From an optimization exercise on the open Yosys and OpenROAD flow, aimed at small area; shortcuts taken in it are not production practice.
At most, simulation tests tie the RTL to the original design; equivalence was not proved.
The flow treats the clock pin as an ideal source. Dropping or thinning the clock tree relies on that and would not hold on a real chip.
Power and IR drop assume default switching activity.

== JK ==
==> flow/design.v (excerpt) <==
module coin_catcher_game(
	clk,
	reset,
	btn_left, btn_right,
	dot_row, dot_col,
	HEX_0, HEX_1, HEX_2, HEX_3, HEX_4, HEX_5
);
==> module freq_div, before the edit <==
module freq_div(clk, reset, tick_scan, tick_game, tick_arm, tick_upd, tick_timer, sample);
input clk, reset;
output tick_scan, tick_game, tick_arm, tick_upd, tick_timer, sample;
reg ph;
reg [1:0] m3;
reg [7:0] g;
reg [11:0] t;
reg armed;    
wire g_end = g[7] & ~g[5] & ~g[4] & g[2] & ~g[1] & g[0];              
wire g_arm = ~g[0] & g[1] & ~g[2] & ~g[3] & g[4] & g[5] & g[6];        
wire g_upd = ~g[0] & ~g[1] & g[3] & ~g[4] & g[6] & ~g[7];             
wire t_end = (~t[11] & t[9] & t[8] & ~t[7] & t[6] & ~t[4] & t[3] & ~t[2] & t[0]);  
assign tick_scan  = ~ph & m3[1];
assign tick_game  = tick_scan & g_end;
assign tick_arm   = tick_scan & g_arm;
assign tick_upd   = tick_scan & g_upd;
assign tick_timer = ~ph & t_end;
assign sample = armed & ~(ph & m3[0]) & ~tick_scan;
always @(posedge clk or negedge reset)
begin
	if (!reset) begin
		ph <= 1'b0;
		m3 <= 2'd0;
		g <= 8'b00001010;
		t <= 12'b111010010011;
	end else begin
		ph <= ~ph;
		m3 <= {m3[0], ~(m3[0] | m3[1])};
		g <= {g[6:4], g[3] & ~g_end, g[2:0], g[7] ^ g[2]};
		t <= {t[10:2], t[1] & ~t_end, t[0], t[11] ^ t[0]};
	end
end
always @(posedge clk)
	armed <= tick_arm | (armed & ~tick_scan);
endmodule
==> module debounce, before the edit <==
module debounce(clk, arm, sample, btn_in, btn_out);
input clk, arm, sample, btn_in;
output reg btn_out;
always @(posedge clk)
	btn_out <= arm | (btn_out & ~(sample & btn_in));
endmodule
==> module coin_catcher_game, before the edit <==
module coin_catcher_game(
	clk,
	reset,
	btn_left, btn_right,
	dot_row, dot_col,
	HEX_0, HEX_1, HEX_2, HEX_3, HEX_4, HEX_5
);
input clk, reset, btn_left, btn_right;
output [7:0] dot_row;
output [15:0] dot_col;
output [6:0] HEX_0, HEX_1, HEX_2, HEX_3, HEX_4, HEX_5;
wire tick_scan, tick_game, tick_arm, tick_upd, tick_timer, sample;
freq_div Clocks(.clk(clk), .reset(reset),
	.tick_scan(tick_scan), .tick_game(tick_game), .tick_arm(tick_arm),
	.tick_upd(tick_upd), .tick_timer(tick_timer), .sample(sample));
wire over;
game_timer Timer(.clk(clk), .en(tick_timer), .reset(reset),
	.h4(HEX_4), .h5(HEX_5), .time_up(over));
wire step = tick_game & ~over;
wire upd = tick_upd & ~over;
wire db_l, db_r;
debounce BtnL(.clk(clk), .arm(tick_arm), .sample(sample), .btn_in(btn_left),  .btn_out(db_l));
debounce BtnR(.clk(clk), .arm(tick_arm), .sample(sample), .btn_in(btn_right), .btn_out(db_r));
wire [2:0] player_x, coin_x;
wire [3:0] coin_y;
wire coin_type;
game_core Game(
	.clk(clk), .reset(reset), .en_score(step), .en_upd(upd),
	.btn_l(db_l), .btn_r(db_r),
	.player_x(player_x), .coin_x(coin_x), .coin_y(coin_y), .coin_type(coin_type),
	.h0(HEX_0), .h1(HEX_1)
);
matrix_driver Matrix(
	.clk(clk), .en(tick_scan), .reset(reset),
	.player_x(player_x), .coin_x(coin_x), .coin_y(coin_y), .coin_type(coin_type),
	.row_out(dot_row), .col_out(dot_col)
);
assign HEX_2 = 7'b1111111;
assign HEX_3 = 7'b1111111;
endmodule
clock: 10.0 ns
lec_check: 0
abc_area: 1
cap_margin: 20
core_margin: 2
core_utilization: 70
slew_margin: 20
standard.sh (not shown) runs the stock make flow with config.mk's settings and CLKGATE_MAP_FILE= SYNTH_SCRIPT=/design/flow/synth_recipe.tcl, a recipe that flattens the netlist after the stock synthesis.
==> flow/flow/run.sh <==
#!/bin/bash
# Standard synthesis, then its combinational logic re-mapped for area
# (flip-flops kept), then the standard layout with the smallest buffer on
# the ports. The clock tree is then rebuilt as four leaf buffers, each
# driving a cluster of about 20 flip-flops.
set -euo pipefail
export BUFFER_PORTS_ARGS="-buffer_cell sky130_fd_sc_hd__buf_1"
export CTS_ARGS="-sink_clustering_enable -repair_clock_nets -dont_use_dummy_load -buf_list {sky130_fd_sc_hd__clkbuf_4}"
bash standard.sh synth > synth.log 2>&1
R=orfs/results/sky130hd/coin_catcher_game/base
LIB=$FLOW_HOME/platforms/sky130hd/lib/sky130_fd_sc_hd__tt_025C_1v80.lib
DU=""
for c in $(make -s -C $FLOW_HOME DESIGN_CONFIG=$PWD/config.mk WORK_HOME=$PWD/orfs print-DONT_USE_CELLS 2>/dev/null | sed 's/^DONT_USE_CELLS: //'); do
  DU="$DU -dont_use $c"
done
cp $R/1_2_yosys.v $R/1_2_yosys_standard.v
sed -e "s#LIB#$LIB#g" -e "s#NETLIST#$R/1_2_yosys_standard.v#" -e "s#DONTUSE#$DU#" \
    -e "s#ABCSCRIPT#$PWD/flow/remap.abc#" -e "s#OUT#$R/1_2_yosys.v#" -e "s#TMP#$PWD/remap_tmp.v#" flow/remap.ys > remap_run.ys
yosys -s remap_run.ys > remap.log 2>&1
rm -f $R/1_synth.odb $R/1_synth.sdc
bash standard.sh cts > layout_to_cts.log 2>&1
LIB=$LIB IN_ODB=$R/4_cts.odb OUT_ODB=$R/4_cts.odb NLEAF=4 LEAF_BUF=sky130_fd_sc_hd__clkbuf_8 ROOT_BUF= \
  openroad -no_init -exit flow/clock_tree.tcl > clock_tree.log 2>&1
bash standard.sh finish > layout.log 2>&1
Other scripts of this flow, unchanged in this note and not shown: flow/flow/clock_tree.tcl, flow/flow/remap.abc, flow/flow/remap.ys
#### Input delta (MS over JK)
--- a/flow/design.v
+++ b/flow/design.v
@@ -1,22 +1,16 @@
-module freq_div(clk, reset, tick_scan, tick_game, tick_arm, tick_upd, tick_timer, sample);
+module freq_div(clk, reset, tick_scan, tick_game, tick_timer);
 input clk, reset;
-output tick_scan, tick_game, tick_arm, tick_upd, tick_timer, sample;
+output tick_scan, tick_game, tick_timer;
 reg ph;
 reg [1:0] m3;
 reg [7:0] g;
 reg [11:0] t;
-reg armed;    
-wire g_end = g[7] & ~g[5] & ~g[4] & g[2] & ~g[1] & g[0];              
-wire g_arm = ~g[0] & g[1] & ~g[2] & ~g[3] & g[4] & g[5] & g[6];        
-wire g_upd = ~g[0] & ~g[1] & g[3] & ~g[4] & g[6] & ~g[7];             
+wire g_end = (g[7] & ~g[5] & ~g[4] & g[2] & ~g[1] & g[0]);            
 wire t_end = (~t[11] & t[9] & t[8] & ~t[7] & t[6] & ~t[4] & t[3] & ~t[2] & t[0]);  
 assign tick_scan  = ~ph & m3[1];
 assign tick_game  = tick_scan & g_end;
-assign tick_arm   = tick_scan & g_arm;
-assign tick_upd   = tick_scan & g_upd;
 assign tick_timer = ~ph & t_end;
-assign sample = armed & ~(ph & m3[0]) & ~tick_scan;
 always @(posedge clk or negedge reset)
 begin
 	if (!reset) begin
 		ph <= 1'b0;
@@ -29,16 +23,19 @@
 		g <= {g[6:4], g[3] & ~g_end, g[2:0], g[7] ^ g[2]};
 		t <= {t[10:2], t[1] & ~t_end, t[0], t[11] ^ t[0]};
 	end
 end
-always @(posedge clk)
-	armed <= tick_arm | (armed & ~tick_scan);
 endmodule
-module debounce(clk, arm, sample, btn_in, btn_out);
-input clk, arm, sample, btn_in;
+module debounce(clk, hold, btn_in, btn_out);
+input clk, hold, btn_in;
 output reg btn_out;
+reg [3:0] shift_reg;
 always @(posedge clk)
-	btn_out <= arm | (btn_out & ~(sample & btn_in));
+begin
+	shift_reg <= {shift_reg[2:0], btn_in};
+	if (!hold)
+		btn_out <= (shift_reg == 4'b0000);
+end
 endmodule
 module player_ctrl(clk, en, reset, btn_l, btn_r, player_x_out);
 input clk, en, reset, btn_l, btn_r;
 output reg [2:0] player_x_out;
@@ -360,20 +357,24 @@
 input clk, reset, btn_left, btn_right;
 output [7:0] dot_row;
 output [15:0] dot_col;
 output [6:0] HEX_0, HEX_1, HEX_2, HEX_3, HEX_4, HEX_5;
-wire tick_scan, tick_game, tick_arm, tick_upd, tick_timer, sample;
+wire tick_scan, tick_game, tick_timer;
 freq_div Clocks(.clk(clk), .reset(reset),
-	.tick_scan(tick_scan), .tick_game(tick_game), .tick_arm(tick_arm),
-	.tick_upd(tick_upd), .tick_timer(tick_timer), .sample(sample));
+	.tick_scan(tick_scan), .tick_game(tick_game), .tick_timer(tick_timer));
 wire over;
 game_timer Timer(.clk(clk), .en(tick_timer), .reset(reset),
 	.h4(HEX_4), .h5(HEX_5), .time_up(over));
+reg pend;
 wire step = tick_game & ~over;
-wire upd = tick_upd & ~over;
+wire upd = tick_scan & pend;
+always @(posedge clk or negedge reset)
+	if (!reset) pend <= 1'b0;
+	else pend <= step | (pend & ~tick_scan);
 wire db_l, db_r;
-debounce BtnL(.clk(clk), .arm(tick_arm), .sample(sample), .btn_in(btn_left),  .btn_out(db_l));
-debounce BtnR(.clk(clk), .arm(tick_arm), .sample(sample), .btn_in(btn_right), .btn_out(db_r));
+wire hold_btn = tick_game | pend;
+debounce BtnL(.clk(clk), .hold(hold_btn), .btn_in(btn_left),  .btn_out(db_l));
+debounce BtnR(.clk(clk), .hold(hold_btn), .btn_in(btn_right), .btn_out(db_r));
 wire [2:0] player_x, coin_x;
 wire [3:0] coin_y;
 wire coin_type;
 game_core Game(
--- outcome ---
- Looking at synthesized cell count, MS sits 1.5% lower than JK does.
- Sort MS and JK by inserted tap cell count, descending, and MS comes first.
- JK → MS: wire length of the first global-routing pass went up; final non-filler cell area went up.
- Re post-route core utilization: MS is 2.0 points down on JK.
- The final reports for MS and JK show flip-flop and latch count higher in the former.
- For the mapped cell area, MS came in 130 um^2 higher than JK did.
- Taking JK as the reference, in MS detailed-routing iteration count for the pre-antenna-repair pass now larger; routability congestion estimate decreased 2.0%; combined global-route utilization of all metal layers increased by 0.46 points relative to the old numbers; proportion of total power due to net switching has decreased.
For MS, only the layout was checked, not whether the RTL still works. No run of this note takes its clock network from TritonCTS; it comes from the design's own scripts or RTL.

==> separate check: timing with driven ports <==
In the flow no input, the clock included, has a driving cell. The finished layouts below were timed again as built, in two steps. Step 1: set_driving_cell puts a clkbuf_16 on clk and a buf_2 on each other input, an assumption about the parent block. Step 2 also shifts input and output timing later by t, the mid clock arrival at the registers, as if the neighbouring blocks saw the same clock. a / b / c = ideal ports / drivers / drivers and shift; a / b = the first two.
run | t, ns | slack for setup (ns) | worst setup path after step 2
JK | 0.216 | 5.919 / 5.864 / 6.080 | register to output
MS | 0.220 | 5.895 / 5.841 / 6.061 | register to output
After both steps every run listed still meets setup and hold.
